Context: an optimization exercise on an open-source flow, tuned for small area, a short achievable clock period and few clock cycles per item. The choices shown serve that exercise and are no tape-out recipe.
In this exercise RTL edits were held to simulation tests only and were not proved equivalent to the original.
Power and IR drop assume default switching activity.

==> module sorting, before the edit <==
module sorting(
    input             clk_i,
    input             rst_ni,
    input             start_clear_i,  
    input [31:0]      nums_i,         
    output reg        valid_o,        
    output [31:0]     sorted_nums_o   
);
    function [7:0] ce;
        input [3:0] a, b;
        reg g, l, sel;
        reg [3:0] lo, hi;
        integer i;
        begin
            g = 1'b0;
            l = 1'b0;
            for (i = 3; i >= 0; i = i - 1) begin
                sel = g | (~l & a[i]);
                lo[i] = sel ? b[i] : a[i];
                hi[i] = sel ? a[i] : b[i];
                g = sel & (g | ~b[i]);
                l = ~sel & (l | b[i]);
            end
            ce = {hi, lo};
        end
    endfunction
    function [7:0] ce_par;
        input [3:0] a, b;
        reg [3:0] g, n, sel;
        begin
            g = a & ~b;      
            n = a | ~b;      
            sel[3] = a[3];
            sel[2] = g[3] | (n[3] & a[2]);
            sel[1] = g[3] | (n[3] & g[2]) | (n[3] & n[2] & a[1]);
            sel[0] = g[3] | (n[3] & g[2]) | (n[3] & n[2] & g[1]) |
                     (n[3] & n[2] & n[1] & a[0]);
            ce_par = {(sel & a) | (~sel & b), (sel & b) | (~sel & a)};
        end
    endfunction
    wire [3:0] a0 = nums_i[3:0];
    wire [3:0] a1 = nums_i[7:4];
    wire [3:0] a2 = nums_i[11:8];
    wire [3:0] a3 = nums_i[15:12];
    wire [3:0] a4 = nums_i[19:16];
    wire [3:0] a5 = nums_i[23:20];
    wire [3:0] a6 = nums_i[27:24];
    wire [3:0] a7 = nums_i[31:28];
    wire [3:0] b0, b1, b2, b3, b4, b5, b6, b7;
    assign {b2, b0} = ce(a0, a2);
    assign {b3, b1} = ce(a1, a3);
    assign {b6, b4} = ce(a4, a6);
    assign {b7, b5} = ce(a5, a7);
    wire [3:0] c0, c1, c2, c3, c4, c5, c6, c7;
    assign {c4, c0} = ce(b0, b4);
    assign {c5, c1} = ce(b1, b5);
    assign {c6, c2} = ce(b2, b6);
    assign {c7, c3} = ce(b3, b7);
    wire [3:0] d0, d1, d2, d3, d4, d5, d6, d7;
    assign {d1, d0} = ce(c0, c1);
    assign {d3, d2} = ce(c2, c3);
    assign {d5, d4} = ce(c4, c5);
    assign {d7, d6} = ce(c6, c7);
    wire [3:0] f2, f3, f4, f5;
    assign {f4, f2} = ce(d2, d4);
    assign {f5, f3} = ce(d3, d5);
    reg [31:0] mid;
    always @(posedge clk_i) begin
        if (rst_ni == 1'b0)
            valid_o <= 1'b0;
        else
            valid_o <= start_clear_i;
    end
    always @(posedge clk_i) begin
        if (valid_o == 1'b0)
            mid <= {d7, d6, f5, f4, f3, f2, d1, d0};
    end
    wire [3:0] e0 = mid[3:0];
    wire [3:0] e1 = mid[7:4];
    wire [3:0] e2 = mid[11:8];
    wire [3:0] e3 = mid[15:12];
    wire [3:0] e4 = mid[19:16];
    wire [3:0] e5 = mid[23:20];
    wire [3:0] e6 = mid[27:24];
    wire [3:0] e7 = mid[31:28];
    wire [3:0] g1, g3, g4, g6;
    assign {g4, g1} = ce_par(e1, e4);
    assign {g6, g3} = ce_par(e3, e6);
    assign sorted_nums_o[3:0]  = e0;
    assign {sorted_nums_o[11:8],   sorted_nums_o[7:4]}   = ce_par(g1, e2);
    assign {sorted_nums_o[19:16],  sorted_nums_o[15:12]} = ce_par(g3, g4);
    assign {sorted_nums_o[27:24],   sorted_nums_o[23:20]}  = ce_par(e5, g6);
    assign sorted_nums_o[31:28] = e7;
endmodule
export LEC_CHECK = 0
export ABC_AREA = 1
export CAP_MARGIN = 20
export CORE_MARGIN = 2
export CORE_UTILIZATION = 55
export PLACE_DENSITY = 0.6
export SLEW_MARGIN = 20
create_clock -name core_clock -period 8.0 [get_ports {clk_i}]
standard.sh (not shown) runs the stock make flow with config.mk's settings and CLKGATE_MAP_FILE= SYNTH_SCRIPT=/design/flow/synth_recipe.tcl, a recipe that flattens the netlist after the stock synthesis.
==> flow/flow/run.sh <==
#!/bin/bash
# The standard layout with two changes:
#  - synthesis is the standard flow's own script with its one ABC mapping call replaced by
#    the two in flow/split_abc.tcl (register names and every other step are
#    unchanged);
#  - the port buffers are plain buf_1 cells in place of the delay cells
#    buffer_ports picks by default. Every port still gets a buffer.
set -euo pipefail
W=$(pwd)
export FLOW_DIR="$W/flow"
awk -v f="$W/flow/split_abc.tcl" '
  $0 == "  log_cmd abc {*}$abc_args" { while ((getline l < f) > 0) print l; n++; next }
  { print }
  END { if (n != 1) exit 1 }' "$FLOW_HOME/scripts/synth.tcl" > "$W/flow_synth.tcl"
sed "s#source \$::env(SCRIPTS_DIR)/synth.tcl#source $W/flow_synth.tcl#" \
    "$W/synth_recipe.tcl" > "$W/flow_synth_recipe.tcl"
grep -q "flow_synth.tcl" "$W/flow_synth_recipe.tcl"
sed "s#SYNTH_SCRIPT=[^ ]*#SYNTH_SCRIPT=$W/flow_synth_recipe.tcl#" "$W/standard.sh" > "$W/flow_standard.sh"
grep -q "flow_synth_recipe.tcl" "$W/flow_standard.sh"
export BUFFER_PORTS_ARGS="-buffer_cell sky130_fd_sc_hd__buf_1"
bash "$W/flow_standard.sh" > "$W/flow_standard.log" 2>&1
==> flow/flow/map_in.abc <==
strash
dc2
dch
map -D 3000 -B 0.9
topo
stime -c
buffer -c
upsize -c
dnsize -c
==> flow/flow/map_out.abc <==
strash
dch
map -B 0.9
topo
stime -c
buffer -c
upsize -c
dnsize -c
==> flow/flow/split_abc.tcl <==
# Replaces synth.tcl's single abc call. The logic from the register to the
# outputs (the cone of sorted_nums_o, stopping at flip-flops) is mapped first
# with ORFS's delay-driven area script (map_out.abc); the rest, from the inputs
# to the register, is then mapped with map_in.abc, which adds a required time
# so ABC recovers area off the critical paths.
select -set outcone o:sorted_nums_o %ci*:-sky130_fd_sc_hd__edfxtp_1:-sky130_fd_sc_hd__dfxtp_1
log_cmd abc {*}[lreplace $abc_args 1 1 $::env(FLOW_DIR)/map_out.abc] @outcone
log_cmd abc {*}[lreplace $abc_args 1 1 $::env(FLOW_DIR)/map_in.abc]
Testbench counts at the start, summed over its fixed seeds: cycles 4,000, sorts 2,000.
Edit:
--- a/flow/design.v
+++ b/flow/design.v
@@ -9,5 +9,5 @@
     function [7:0] ce;
         input [3:0] a, b;
-        reg g, l, sel;
+        reg g, l, ng, nl, sel;
         reg [3:0] lo, hi;
         integer i;
@@ -19,6 +19,8 @@
                 lo[i] = sel ? b[i] : a[i];
                 hi[i] = sel ? a[i] : b[i];
-                g = sel & (g | ~b[i]);
-                l = ~sel & (l | b[i]);
+                ng = g | (~l & a[i] & ~b[i]);
+                nl = l | (~g & ~a[i] & b[i]);
+                g = ng;
+                l = nl;
             end
             ce = {hi, lo};
Outcome: Via count increases by 2.8%. Sequential power rises by about 3%. Utilization came out higher by 0.77 points. Final cell count came out higher by 2.8%. Non-clock buffer count came out lower by 1. Fmax is about the same. Total power climbs by 5.8%. Setup slack is about the same. Count of clock-buffer cells in the layout came out lower by 1. Wire length is lower by 3.2%.
Testbench counts after the change, summed over its fixed seeds: cycles 4,000, sorts 2,000.

port drivers added, routing unchanged:
The results above use ideal ports. As a check the final layouts listed here were re-extracted and re-timed, cells and wires unchanged.
Step 1: set_driving_cell puts a clkbuf_16 on clk_i and a buf_2 on each other input, an assumption about the parent block.
Step 2 adds t to the input delays and takes it off the output delays; t is the mean of the earliest and latest rising clock arrival at the registers after step 1. Input paths then give back, and output paths get back, about the clock's delay inside the block.
Three values: ideal, step 1, step 2; two values: the first two.
run | t (ns) | setup slack, ns | worst hold slack (ns)
the first run | 0.318 | 4.466 / 4.436 / 4.308 | 0.779 / 0.779 / 0.779
the second run | 0.312 | 4.465 / 4.439 / 4.180 | 0.839 / 0.839 / 0.839
After both steps setup and hold are still met in every run listed. The setup slack of the second run, which loses most, moves by -0.026 ns with the drivers and by -0.285 ns with both steps.
